From an optimization exercise on the open Yosys and OpenROAD flow, aimed at small area and a short achievable clock period; shortcuts taken in it are not production practice. RTL that was checked went through simulation tests only; none was proved equivalent to the original. No activity file was given, so power comes from the tool's default toggle rates.

Setup of run 5:
Design mac, start of the top module:
module mac(
  input clk,
  input rst,
  input signed [7:0] in_a,
  input signed [7:0] in_b,
  output logic signed [15:0] out);
Size: about 440 cells after synthesis, ~43 flip-flops.
==> flow/config.mk <==
export PLATFORM = sky130hd
export DESIGN_NAME = mac
export DESIGN_NICKNAME = mac
export VERILOG_FILES = /design/flow/design.v
export SDC_FILE = /design/flow/constraint.sdc
export NUM_CORES = 4
export LEC_CHECK = 0
export ABC_AREA = 1
export CAP_MARGIN = 20
export CORE_MARGIN = 2
export CORE_UTILIZATION = 40
export SETUP_SLACK_MARGIN = 1.4
export SLEW_MARGIN = 20
==> flow/constraint.sdc <==
create_clock -name core_clock -period 4.2 [get_ports {clk}]
set_input_delay 0.8400 -clock core_clock [delete_from_list [all_inputs] [get_ports {clk}]]
set_output_delay 0.8400 -clock core_clock [all_outputs]
set_load 0.01 [all_outputs]
standard.sh (not shown) runs the stock make flow with config.mk's settings and CLKGATE_MAP_FILE= SYNTH_SCRIPT=/design/flow/synth_recipe.tcl, a recipe that flattens the netlist after the stock synthesis.
==> flow/flow/run.sh <==
#!/bin/bash
# Standard layout flow with two changes: Yosys's synth runs with -noabc, so
# the full adders written in the RTL reach extract_fa without the inverters
# abc -fast would add, CTS adds no dummy loads, and the port buffers are plain buf_1 cells (repair
# still upsizes them where timing needs it). Each tool's output is logged.
set -e
bash standard.sh SYNTH_ARGS=-noabc "BUFFER_PORTS_ARGS=-buffer_cell sky130_fd_sc_hd__buf_1" "CTS_ARGS=-sink_clustering_enable -repair_clock_nets -dont_use_dummy_load" finish > standard.log 2>&1
The inputs of run 2 differ from those of run 5 as listed below.
- removing ABC_AREA (formerly 1)
[summary]
Looking at most common library cell in the layout ignoring fill and taps, the sky130_fd_sc_hd__and2_1 result is from run 2; the sky130_fd_sc_hd__nand2_1 one comes from run 5.
[compare] base=run 5 new=run 2: flip-flop and latch power shrank by about 2%; utilization went up 0.45 points; wire length on met1 went down; iteration count of the initial detailed-routing pass was more or less identical.
Run 5 reports its first element of the critical path as in_a[1] while run 2 reports in_b[5].
No run of this note included a check of the RTL's function; only the layout flow was run.

* * *

mac, a different RTL version from the one above (not shown whole).
Size in the first run: about 280 cells after synthesis, ~42 flip-flops.
## mac
module mac(
  input clk,
  input rst,
  input signed [7:0] in_a,
  input signed [7:0] in_b,
  output logic signed [15:0] out);
==> flow/config.mk <==
export PLATFORM = sky130hd
export DESIGN_NAME = mac
export DESIGN_NICKNAME = mac
export VERILOG_FILES = /design/flow/design.v
export SDC_FILE = /design/flow/constraint.sdc
export NUM_CORES = 4
export LEC_CHECK = 0
export CAP_MARGIN = 20
export CORE_MARGIN = 2
export CORE_UTILIZATION = 40
export SETUP_SLACK_MARGIN = 1.4
export SLEW_MARGIN = 20
==> flow/constraint.sdc <==
create_clock -name core_clock -period 4.2 [get_ports {clk}]
set_input_delay 0.8400 -clock core_clock [delete_from_list [all_inputs] [get_ports {clk}]]
set_output_delay 0.8400 -clock core_clock [all_outputs]
set_load 0.01 [all_outputs]
Scripts as last shown in full above: flow/flow/run.sh
The first run went through all stages and came out clean.
Next try:
==> flow/flow/run.sh (replaced) <==
#!/bin/bash
# The standard layout flow (standard.sh), with these make variables:
# - SYNTH_ARGS=-noabc: Yosys's synth skips its early abc -fast, so the full
#   adders written out in the RTL reach extract_fa without added inverters
#   (the final abc mapping still runs).
# - SYNTH_OPERATIONS_ARGS=-nofsm: replaces the default Kogge-Stone extra map
#   for $lcu with nothing (-nofsm is already set), so + uses Yosys's own
#   Brent-Kung carry network, which is smaller.
# - BUFFER_PORTS_ARGS: the port buffers are buf_1 cells (repair still upsizes
#   them where timing needs it).
# - CTS_ARGS: ORFS's default CTS arguments plus -dont_use_dummy_load.
# make's output goes to standard.log; each ORFS step logs to orfs/logs/.
set -e
bash standard.sh SYNTH_ARGS=-noabc SYNTH_OPERATIONS_ARGS=-nofsm "BUFFER_PORTS_ARGS=-buffer_cell sky130_fd_sc_hd__buf_1" "CTS_ARGS=-sink_clustering_enable -repair_clock_nets -dont_use_dummy_load" finish > standard.log 2>&1
CORE_UTILIZATION = 60   (was 40)
PLACE_DENSITY = 0.75   (was not set)
Setup slack gets better by 0.010 ns.
Global-route usage came out higher by 5.1 points.
Utilization goes up by 26 points.
Fmax rises by 0.37%.
Routed wire length goes down by about 20%.
Synthesized cell count went down by about 16%.
Cell count falls by 18%.
Final area drops by 2.3%.
Total power drops by 15%.
Via count went down by 16%.

* * *

Another version of the RTL of mac (not shown whole).
For scale: about 46 flip-flops, ~34 I/O pins, ~3200 um^2 of cells after synthesis.
// mac
module mac(
  input clk,
  input rst,
  input signed [7:0] in_a,
  input signed [7:0] in_b,
  output logic signed [15:0] out);
clock: 4.2 ns
lec_check: 0
cap_margin: 20
core_margin: 2
core_utilization: 40
setup_slack_margin: 1.0
slew_margin: 20
run.sh (not shown) runs the stock make flow with config.mk's settings and CLKGATE_MAP_FILE= SYNTH_SCRIPT=/design/flow/synth_recipe.tcl, a recipe that flattens the netlist after the stock synthesis.
Stock flow here: none of the scripts above is used.
The first run completed without violations.
Change:
SETUP_SLACK_MARGIN = 2.0   (was 1.0)
Worst hold slack is worse by 0.034 ns.
Maximum frequency rises by a little under a tenth.
Global-route usage rises by 1.5 points.
Cell area rises by about a fifth.
Change:
==> flow/flow/run.sh (new file) <==
#!/bin/bash
# Standard layout flow with plain buf_1 cells as the port buffers and area
# recovery on paths with slack; each tool's output goes to its own log.
set -e
bash standard.sh "BUFFER_PORTS_ARGS=-buffer_cell sky130_fd_sc_hd__buf_1" RECOVER_POWER=100 finish > standard.log 2>&1
==> flow/standard.sh (new file) <==
#!/bin/bash
# synth_recipe.tcl (not shown) runs the flow's synth.tcl, then flattens the netlist and writes it again
# the make line also repeats each setting of config.mk as NAME=value (left out here)
make -C /OpenROAD-flow-scripts/flow DESIGN_CONFIG=/design/flow/config.mk WORK_HOME=/design/flow/orfs CLKGATE_MAP_FILE= SYNTH_SCRIPT=/design/flow/synth_recipe.tcl "${@:-finish}"
SETUP_SLACK_MARGIN = 1.4   (was 2.0)
removed: flow/run.sh
Hold slack is worse by 0.0081 ns; clock power is higher by a quarter to a third; via count shrinks by a few percent.
Change:
==> flow/run.sh (new file) <==
#!/bin/bash
# synth_recipe.tcl (not shown) runs the flow's synth.tcl, then flattens the netlist and writes it again
# the make line also repeats each setting of config.mk as NAME=value (left out here)
make -C /OpenROAD-flow-scripts/flow DESIGN_CONFIG=/design/flow/config.mk WORK_HOME=/design/flow/orfs CLKGATE_MAP_FILE= SYNTH_SCRIPT=/design/flow/synth_recipe.tcl finish
SETUP_SLACK_MARGIN = 0.6   (was 1.4)
removed: flow/flow/run.sh
removed: flow/standard.sh
Outcome:
- The changed run went through all stages and came out clean
- utilization rose by 1.2 points
- first-iteration DRC count fell by about a fifth
- critical path depth is unchanged
- clock skew barely changes
- area after synthesis does not change
- global-route usage fell by 0.35 points
- count of clock-buffer cells in the layout does not change
Change:
==> flow/flow/run.sh (new file) <==
#!/bin/bash
# Standard layout flow with plain buf_1 cells as the port buffers (repair
# still upsizes them where timing needs it); each tool's output goes to its own log.
set -e
bash standard.sh "BUFFER_PORTS_ARGS=-buffer_cell sky130_fd_sc_hd__buf_1" finish > standard.log 2>&1
==> flow/standard.sh (new file) <==
#!/bin/bash
# synth_recipe.tcl (not shown) runs the flow's synth.tcl, then flattens the netlist and writes it again
# the make line also repeats each setting of config.mk as NAME=value (left out here)
make -C /OpenROAD-flow-scripts/flow DESIGN_CONFIG=/design/flow/config.mk WORK_HOME=/design/flow/orfs CLKGATE_MAP_FILE= SYNTH_SCRIPT=/design/flow/synth_recipe.tcl "${@:-finish}"
SETUP_SLACK_MARGIN = 1.4   (was 0.6)
removed: flow/run.sh
Outcome: Clock-buffer cell count stays the same; non-clock buffer count increases by 2; global-route usage came out higher by 0.35 points.
Change:
==> flow/flow/run.sh (replaced) <==
#!/bin/bash
# Standard layout flow, unchanged; each tool's output goes to its own log.
set -e
bash standard.sh > standard.log 2>&1
What happened:
- synthesized cell count stays the same
- non-clock buffer count came out higher by 5
- worst setup slack gets better by 0.021 ns
- sequential share of layout area came out lower by 0.95 points
- clock skew is about the same
- synthesized area does not change
- final area is higher by 3.9%
- combinational power increases by about 5%
- wire length rose by 0.72%

* * *

RTL: one of the versions met above, not the one the previous note started from.
For scale: ~230 cells after synthesis, ~42 flip-flops, ~2900 um^2 of cells after synthesis.
export LEC_CHECK = 0
export CAP_MARGIN = 20
export CORE_MARGIN = 2
export CORE_UTILIZATION = 40
export SETUP_SLACK_MARGIN = 1.4
export SLEW_MARGIN = 20
create_clock -name core_clock -period 4.2 [get_ports {clk}]
standard.sh (not shown) runs the stock make flow with config.mk's settings and CLKGATE_MAP_FILE= SYNTH_SCRIPT=/design/flow/synth_recipe.tcl, a recipe that flattens the netlist after the stock synthesis.
==> flow/flow/run.sh <==
#!/bin/bash
# The standard layout flow (standard.sh), with these make variables:
# - SYNTH_ARGS=-noabc: Yosys's synth skips its early abc -fast, so the full
#   adders written out in the RTL reach extract_fa without added inverters
#   (the final abc mapping still runs).
# - SYNTH_OPERATIONS_ARGS=-nofsm: replaces the default Kogge-Stone extra map
#   for $lcu with nothing (-nofsm is already set), so + uses Yosys's own
#   Brent-Kung carry network, which is smaller.
# - BUFFER_PORTS_ARGS: the port buffers are buf_1 cells (repair still upsizes
#   them where timing needs it).
# - CTS_ARGS: ORFS's default CTS arguments plus -dont_use_dummy_load.
# make's output goes to standard.log; each ORFS step logs to orfs/logs/.
set -e
bash standard.sh SYNTH_ARGS=-noabc SYNTH_OPERATIONS_ARGS=-nofsm "BUFFER_PORTS_ARGS=-buffer_cell sky130_fd_sc_hd__buf_1" "CTS_ARGS=-sink_clustering_enable -repair_clock_nets -dont_use_dummy_load -sink_clustering_size 30 -sink_clustering_max_diameter 200" finish > standard.log 2>&1
==> next run, changes <==
--- a/flow/flow/run.sh
+++ b/flow/flow/run.sh
@@ -14 +14 @@
-bash standard.sh SYNTH_ARGS=-noabc SYNTH_OPERATIONS_ARGS=-nofsm "BUFFER_PORTS_ARGS=-buffer_cell sky130_fd_sc_hd__buf_1" "CTS_ARGS=-sink_clustering_enable -repair_clock_nets -dont_use_dummy_load -sink_clustering_size 30 -sink_clustering_max_diameter 200" finish > standard.log 2>&1
+bash standard.sh SYNTH_ARGS=-noabc SYNTH_OPERATIONS_ARGS=-nofsm "BUFFER_PORTS_ARGS=-buffer_cell sky130_fd_sc_hd__buf_1" "CTS_ARGS=-sink_clustering_enable -repair_clock_nets -dont_use_dummy_load" finish > standard.log 2>&1
SETUP_SLACK_MARGIN = 1.3   (was 1.4)
Synthesized area is unchanged; setup slack loses 110 ps; first-iteration DRC count decreases by 29%; final area decreases by 3.7%; clock power barely changes; sequential power barely changes; critical path depth is unchanged.
==> next run, changes <==
SETUP_SLACK_MARGIN = 1.5   (was 1.3)
TNS_END_PERCENT = 10   (was default)
Effect:
- The changed run produced a clean layout
- design area rises by 4.1%
- core utilization climbs by 1.9 points
- total power goes up by 7.4%
- hold slack is worse by 8.4 ps
- register-to-register slack gains 70 ps
- area after synthesis does not change
- setup slack improves by 75 ps
- cell count barely changes
- sequential power is higher by about 0.7%
==> next run, changes <==
==> flow/flow/run.sh (replaced) <==
#!/bin/bash
# Standard layout flow with two changes: Yosys's synth runs with -noabc, so
# the full adders written in the RTL reach extract_fa without the inverters
# abc -fast would add, CTS adds no dummy loads, and the port buffers are plain buf_1 cells (repair
# still upsizes them where timing needs it). Each tool's output is logged.
set -e
bash standard.sh SYNTH_ARGS=-noabc SYNTH_OPERATIONS_ARGS=-nofsm "BUFFER_PORTS_ARGS=-buffer_cell sky130_fd_sc_hd__buf_1" "CTS_ARGS=-sink_clustering_enable -repair_clock_nets -dont_use_dummy_load" finish > standard.log 2>&1
SETUP_SLACK_MARGIN = 1.4   (was 1.5)
TNS_END_PERCENT = default   (was 10)
After rerunning: Setup slack improves by 39 ps. Die area stays the same. Cell area barely changes. Power goes down by 1.5%. Count of clock-buffer cells in the layout does not change. Global-route usage barely changes.
==> next run, changes <==
==> flow/flow/run.sh (replaced) <==
#!/bin/bash
# The standard layout flow (standard.sh), with these make variables:
# - SYNTH_ARGS=-noabc: Yosys's synth skips its early abc -fast, so the full
#   adders written out in the RTL reach extract_fa without added inverters
#   (the final abc mapping still runs).
# - SYNTH_OPERATIONS_ARGS=-nofsm: replaces the default Kogge-Stone extra map
#   for $lcu with nothing (-nofsm is already set), so + uses Yosys's own
#   Brent-Kung carry network, which is smaller.
# - BUFFER_PORTS_ARGS: the port buffers are buf_1 cells (repair still upsizes
#   them where timing needs it).
# - CTS_ARGS: ORFS's default CTS arguments plus -dont_use_dummy_load.
# make's output goes to standard.log; each ORFS step logs to orfs/logs/.
set -e
bash standard.sh SYNTH_ARGS=-noabc SYNTH_OPERATIONS_ARGS=-nofsm "BUFFER_PORTS_ARGS=-buffer_cell sky130_fd_sc_hd__buf_1" "CTS_ARGS=-sink_clustering_enable -repair_clock_nets -dont_use_dummy_load" finish > standard.log 2>&1
TNS_END_PERCENT = 30   (was default)
Result: The changed run completed without violations; global-route usage drops by 0.78 points; power is lower by 4.0%; cell count is unchanged; setup slack is worse by 13 ps; combinational power went down by about 8%; routed wire length drops by 6.4%; critical path depth is unchanged; register-to-register slack is worse by 30 ps; design area went down by 1.3%; area after synthesis stays the same.

static timing again, ports no longer ideal:
The results above use ideal ports. As a check the final layouts listed here were re-extracted and re-timed, cells and wires unchanged. Step 1 (the two cells are an assumption about what drives the block):
set clk [get_ports {clk}]
set_driving_cell -lib_cell sky130_fd_sc_hd__clkbuf_16 $clk
set_driving_cell -lib_cell sky130_fd_sc_hd__buf_2 [delete_from_list [all_inputs] $clk]
Step 2 adds t to the input delays and takes it off the output delays; t is the mean of the earliest and latest rising clock arrival at the registers after step 1. Input paths then give back, and output paths get back, about the clock's delay inside the block. Three values: ideal, step 1, step 2; two values: the first two.
run | shift t [ns] | slack for setup (ns) | hold slack, ns | latest minus earliest clock arrival (ns) | worst slew at a driven data input, ns
run 5 | 0.322 | 1.440 / 1.435 / 1.113 | 0.576 / 0.576 / 0.576 | 0.011 / 0.011 | 0.04
run 2 | 0.311 | 1.411 / 1.399 / 1.087 | 0.541 / 0.541 / 0.541 | 0.013 / 0.013 | 0.05
the first run of note 2 | 0.308 | 1.443 / 1.450 / 1.142 | 0.549 / 0.549 / 0.549 | 0.005 / 0.006 | 0.03
the second run of note 2 | 0.305 | 1.454 / 1.456 / 1.151 | 0.512 / 0.512 / 0.512 | 0.012 / 0.011 | 0.03
the first run of note 3 | 0.317 | 1.054 / 1.060 / 0.744 | 0.607 / 0.607 / 0.607 | 0.009 / 0.009 | 0.03
the second run of note 3 | 0.322 | 1.269 / 1.252 / 0.930 | 0.573 / 0.573 / 0.573 | 0.017 / 0.017 | 0.06
the third run of note 3 | 0.317 | 1.052 / 1.057 / 0.741 | 0.565 / 0.565 / 0.565 | 0.009 / 0.009 | 0.06
the fourth run of note 3 | 0.319 | 0.731 / 0.736 / 0.417 | 0.607 / 0.607 / 0.607 | 0.007 / 0.007 | 0.03
the fifth run of note 3 | 0.317 | 1.269 / 1.258 / 0.941 | 0.565 / 0.565 / 0.565 | 0.008 / 0.008 | 0.06
the sixth run of note 3 | 0.316 | 1.290 / 1.274 / 0.958 | 0.571 / 0.571 / 0.571 | 0.008 / 0.008 | 0.06
the first run of note 4 | 0.301 | 1.439 / 1.449 / 1.148 | 0.514 / 0.514 / 0.514 | 0.012 / 0.012 | 0.03
the second run of note 4 | 0.303 | 1.324 / 1.330 / 1.027 | 0.538 / 0.538 / 0.538 | 0.009 / 0.009 | 0.03
the third run of note 4 | 0.305 | 1.399 / 1.411 / 1.106 | 0.529 / 0.529 / 0.529 | 0.013 / 0.013 | 0.03
the fourth run of note 4 | 0.301 | 1.439 / 1.449 / 1.148 | 0.514 / 0.514 / 0.514 | 0.012 / 0.012 | 0.03
the fifth run of note 4 | 0.309 | 1.426 / 1.427 / 1.118 | 0.540 / 0.540 / 0.540 | 0.018 / 0.018 | 0.04
After both steps setup and hold are still met in every run listed. The setup slack of the second run of note 3, which loses most, moves by -0.017 ns with the drivers and by -0.339 ns with both steps.
